Source: an optimization exercise on an open RTL-to-GDS flow (aim: small area and a short achievable clock period). Production flows keep margins and buffers that such runs may drop. In this exercise RTL edits were held to simulation tests only and were not proved equivalent to the original. The flow treats the clock pin as an ideal source, which a real chip does not have. Power and IR drop assume default switching activity.

== run A ==
// alu_top
module alu_top(
    input             clk,
    input      [31:0] a,
    input      [31:0] b,
    input      [3:0]  aluc,
    output reg [31:0] r,
    output reg        zero,
    output reg        carry,
    output reg        negative,
    output reg        overflow
    );
    reg  [31:0] a_q;
    reg  [31:0] b_q;
    reg  [3:0]  aluc_q;
    wire [31:0] r_w;
    wire        zero_w;
    wire        carry_w;
    wire        negative_w;
    wire        overflow_w;
    alu u_alu(
        .a(a_q), .b(b_q), .aluc(aluc_q),
        .r(r_w), .zero(zero_w), .carry(carry_w),
        .negative(negative_w), .overflow(overflow_w)
    );
    always @(posedge clk) begin
        a_q      <= a;
        b_q      <= b;
        aluc_q   <= aluc;
        r        <= r_w;
        zero     <= zero_w;
        carry    <= carry_w;
        negative <= negative_w;
        overflow <= overflow_w;
    end
endmodule
For scale: about 1300 cells after synthesis.
export LEC_CHECK = 0
export ABC_AREA = 1
export CAP_MARGIN = 20
export CORE_MARGIN = 2
export CORE_UTILIZATION = 40
export SETUP_SLACK_MARGIN = 2.5
export SLEW_MARGIN = 20
create_clock -name core_clock -period 6.0 [get_ports {clk}]
standard.sh (not shown) runs the stock make flow with config.mk's settings and CLKGATE_MAP_FILE= SYNTH_SCRIPT=/design/flow/synth_recipe.tcl, a recipe that flattens the netlist after the stock synthesis.
==> flow/flow/run.sh <==
#!/bin/bash
# Layout flow: the standard synthesis, then the combinational logic is
# mapped again onto the standard cells with a delay-oriented ABC script (the
# registers, their names and cell types are kept as the standard synthesis
# made them), then the standard layout from floorplan to finish with
# buf_1 port buffers. After clock tree synthesis flow/skew.tcl delays the
# clock of the result registers (useful skew for the paths into them).
# Each tool's output goes to a log file of its own in this folder.
set -euo pipefail
here=$(pwd)
res=$here/orfs/results/${FLOW_PLATFORM}/alu_top/base
lib=$FLOW_HOME/platforms/${FLOW_PLATFORM}/lib/sky130_fd_sc_hd__tt_025C_1v80.lib
yosys_bin=$FLOW_HOME/../tools/install/yosys/bin/yosys
[[ -x $yosys_bin ]] || yosys_bin=yosys

# 1. standard synthesis
bash standard.sh synth > "$here/flow_synth.log" 2>&1

# 2. map the combinational logic again
cp "$res/1_2_yosys.v" "$here/standard_synth.v"
dont_use=""
for c in $(sed -n '/^export DONT_USE_CELLS/,/^#/p' "$FLOW_HOME/platforms/${FLOW_PLATFORM}/config.mk" | grep -o 'sky130_fd_sc_hd__[A-Za-z0-9_]*'); do
  dont_use="$dont_use -dont_use $c"
done
cat > "$here/remap.ys" <<EOS
read_liberty -ignore_miss_func $lib
read_verilog $here/standard_synth.v
hierarchy -top $FLOW_TOP
setattr -mod -set keep_hierarchy 1 sky130_fd_sc_hd__dfxtp_1
flatten
opt_clean -purge
abc -script $here/flow/remap.abc -liberty $lib $dont_use
opt_clean -purge
hilomap -singleton -hicell sky130_fd_sc_hd__conb_1 HI -locell sky130_fd_sc_hd__conb_1 LO
splitnets
opt_clean -purge
select $FLOW_TOP
tee -o $here/remap_stat.txt stat -liberty $lib
write_verilog -noattr -nohex -nodec -selected $here/remap.v
EOS
"$yosys_bin" -s "$here/remap.ys" > "$here/remap.log" 2>&1
cp "$here/remap.v" "$res/1_2_yosys.v"
rm -f "$res/1_synth.odb" "$res/1_synth.sdc"

# 3. standard layout on the new netlist
bash standard.sh "BUFFER_PORTS_ARGS=-buffer_cell sky130_fd_sc_hd__buf_1" "POST_CTS_TCL=$here/flow/skew.tcl" finish > "$here/flow_finish.log" 2>&1
==> flow/flow/remap.abc <==
strash
 dch -f
 map
 strash
 dch -f
 map
 topo
 stime -c
 buffer -c
 upsize -c
 dnsize -c
==> flow/flow/skew.tcl <==
# Delay the clock of the result registers (the alu's outputs) behind a delay
# cell and a clock buffer per clock-tree leaf net, giving the paths from the
# operand registers to them more time. Runs as ORFS's POST_CTS_TCL hook.
set skew_cells [expr {[info exists ::env(SKEW_CELLS)] ? $::env(SKEW_CELLS) : "sky130_fd_sc_hd__clkdlybuf4s50_1 sky130_fd_sc_hd__clkbuf_8"}]
set block [ord::get_db_block]
set groups [dict create]
foreach inst [$block getInsts] {
  set name [$inst getName]
  if {[regexp {^(r\\?\[[0-9]+\\?\]|zero|carry|negative|overflow)\$_DFF_P_$} $name]} {
    set net [[$inst findITerm CLK] getNet]
    dict lappend groups [$net getName] $inst
  }
}
set k 0
dict for {netname insts} $groups {
  set net [$block findNet $netname]
  set sx 0; set sy 0; set n 0
  foreach inst $insts {
    set loc [$inst getLocation]
    set sx [expr {$sx + [lindex $loc 0]}]
    set sy [expr {$sy + [lindex $loc 1]}]
    incr n
  }
  set in_net $net
  set j 0
  foreach cell $skew_cells {
    set master [[ord::get_db] findMaster $cell]
    set buf [odb::dbInst_create $block $master skewbuf_${k}_$j]
    set nnet [odb::dbNet_create $block skewnet_${k}_$j]
    $nnet setSigType CLOCK
    [$buf findITerm A] connect $in_net
    [$buf findITerm X] connect $nnet
    $buf setLocation [expr {$sx / $n}] [expr {$sy / $n}]
    $buf setPlacementStatus PLACED
    set in_net $nnet
    incr j
  }
  foreach inst $insts {
    set it [$inst findITerm CLK]
    $it disconnect
    $it connect $in_net
  }
  puts "skew: $n registers on $netname behind $j cells"
  incr k
}
global_connect
detailed_placement
check_placement
Run A ended with every stage complete and zero timing, DRC or antenna violations.
Input-level comparison between run B and run A:
Settings: changing SETUP_SLACK_MARGIN from 2.5 to 2.8.
--- a/flow/flow/run.sh
+++ b/flow/flow/run.sh
@@ -5,4 +5,3 @@
 # made them), then the standard layout from floorplan to finish with
-# buf_1 port buffers. After clock tree synthesis flow/skew.tcl delays the
-# clock of the result registers (useful skew for the paths into them).
+# buf_1 port buffers.
 # Each tool's output goes to a log file of its own in this folder.
@@ -45,2 +44,2 @@
 # 3. standard layout on the new netlist
-bash standard.sh "BUFFER_PORTS_ARGS=-buffer_cell sky130_fd_sc_hd__buf_1" "POST_CTS_TCL=$here/flow/skew.tcl" finish > "$here/flow_finish.log" 2>&1
+bash standard.sh "BUFFER_PORTS_ARGS=-buffer_cell sky130_fd_sc_hd__buf_1" finish > "$here/flow_finish.log" 2>&1
==> flow/flow/remap.abc <==
strash
 dch -f
 map
 topo
 stime -c
 buffer -c
 upsize -c
 dnsize -c
removed: flow/flow/skew.tcl
==> comparison <==
Run B vs. run A: post-placement worst setup slack went down; sequential cell count did not really move.
Run B vs. run A: placed instance area went up by about 1.7%.
Run B vs. run A: power shrank by about 4.4%; global-route usage grew by 0.93 points; aggregate global routing overflow held steady; post-layout worst setup margin shrank by 0.16 ns; wire length grew by about 6%.
When run B is measured against run A, its clock skew turns out 0.67 ns lower.
### run B -> run C
Settings: a change of SETUP_SLACK_MARGIN from 2.8 to 3.4.
--- a/flow/flow/run.sh
+++ b/flow/flow/run.sh
@@ -5,3 +5,4 @@
 # made them), then the standard layout from floorplan to finish with
-# buf_1 port buffers.
+# buf_1 port buffers. After clock tree synthesis flow/skew.tcl delays the
+# clock of the result registers (useful skew for the paths into them).
 # Each tool's output goes to a log file of its own in this folder.
@@ -44,2 +45,6 @@
 # 3. standard layout on the new netlist
-bash standard.sh "BUFFER_PORTS_ARGS=-buffer_cell sky130_fd_sc_hd__buf_1" finish > "$here/flow_finish.log" 2>&1
+# Up to clock tree synthesis the repair aims at a slack margin of 2.0 ns
+# (the skew added after it gives the result registers more); global routing's
+# repair then aims at 3.4 ns with the skew in place.
+bash standard.sh "BUFFER_PORTS_ARGS=-buffer_cell sky130_fd_sc_hd__buf_1" "POST_CTS_TCL=$here/flow/skew.tcl" "SETUP_SLACK_MARGIN=2.0" cts > "$here/flow_cts.log" 2>&1
+bash standard.sh "BUFFER_PORTS_ARGS=-buffer_cell sky130_fd_sc_hd__buf_1" "POST_CTS_TCL=$here/flow/skew.tcl" "SETUP_SLACK_MARGIN=3.4" finish > "$here/flow_finish.log" 2>&1
--- a/flow/flow/remap.abc
+++ b/flow/flow/remap.abc
@@ -1,2 +1,5 @@
 strash
+ dch -f
+ map
+ strash
  dch -f
==> flow/flow/skew.tcl (new file) <==
# Delay the clock of the result registers (the alu's outputs) behind a delay
# cell and a clock buffer per clock-tree leaf net, giving the paths from the
# operand registers to them more time. Runs as ORFS's POST_CTS_TCL hook.
set skew_cells [expr {[info exists ::env(SKEW_CELLS)] ? $::env(SKEW_CELLS) : "sky130_fd_sc_hd__clkdlybuf4s50_1 sky130_fd_sc_hd__clkbuf_8"}]
set block [ord::get_db_block]
set groups [dict create]
foreach inst [$block getInsts] {
  set name [$inst getName]
  if {[regexp {^(r\\?\[[0-9]+\\?\]|zero|carry|negative|overflow)\$_DFF_P_$} $name]} {
    set net [[$inst findITerm CLK] getNet]
    dict lappend groups [$net getName] $inst
  }
}
set k 0
dict for {netname insts} $groups {
  set net [$block findNet $netname]
  set sx 0; set sy 0; set n 0
  foreach inst $insts {
    set loc [$inst getLocation]
    set sx [expr {$sx + [lindex $loc 0]}]
    set sy [expr {$sy + [lindex $loc 1]}]
    incr n
  }
  set in_net $net
  set j 0
  foreach cell $skew_cells {
    set master [[ord::get_db] findMaster $cell]
    set buf [odb::dbInst_create $block $master skewbuf_${k}_$j]
    set nnet [odb::dbNet_create $block skewnet_${k}_$j]
    $nnet setSigType CLOCK
    [$buf findITerm A] connect $in_net
    [$buf findITerm X] connect $nnet
    $buf setLocation [expr {$sx / $n}] [expr {$sy / $n}]
    $buf setPlacementStatus PLACED
    set in_net $nnet
    incr j
  }
  foreach inst $insts {
    set it [$inst findITerm CLK]
    $it disconnect
    $it connect $in_net
  }
  puts "skew: $n registers on $netname behind $j cells"
  incr k
}
global_connect
detailed_placement
check_placement
Findings:
Comparing run B and run C, the higher sequential share of layout area is on run B. Going from run B to run C, first-iteration DRC count grows by 18%. Run C has sequential cell fraction of total power below what run B had. Portion of the clock cycle consumed by the worst path in the final layout, run B and run C: larger value in run B. Run C: total routing usage reported by global routing is 1.6 points lower than what run B reported. Between run B and run C, arrival time at the worst endpoint is higher for run B, run C comes in under that. When the final numbers for run B and run C were put side by side, the required time of the critical path turned out to be greater in run B. Looking only at number of standard cells in the final layout excluding fillers, and setting everything else aside, the higher value of run B and run C goes to run B. Looking at slew at the pin closest to its max-slew limit, run C sits 0.12 ns below run B. Changes observed in run C relative to run B: count of vias placed by the detailed router now sits lower, hold slack now sits lower.

port drivers added, routing unchanged:
Ports are ideal in the flow. The routed layouts listed here were re-timed in OpenROAD. Step 1: set_driving_cell puts a clkbuf_16 on clk and a buf_2 on each other input, an assumption about the parent block. Step 2, shift: input delay + t, output delay - t, t = (earliest + latest rising clock arrival at the registers) / 2. This alone moves slack from input paths to output paths. a / b / c = ideal ports / drivers / drivers and shift; a / b = the first two.
run | shift t [ns] | setup WS [ns] | clock arrival spread, ns | cell pins on the clock port's net
run A | 0.739 | 2.811 / 2.811 / 2.811 | 0.702 / 0.702 | 1
run B | 0.424 | 2.656 / 2.656 / 2.656 | 0.029 / 0.029 | 1
run C | 0.748 | 3.238 / 3.188 / 3.317 | 0.709 / 0.709 | 1
In run A and run C the clock reaches the registers at very different times; t lies between them, and the last value is a rough guide only.
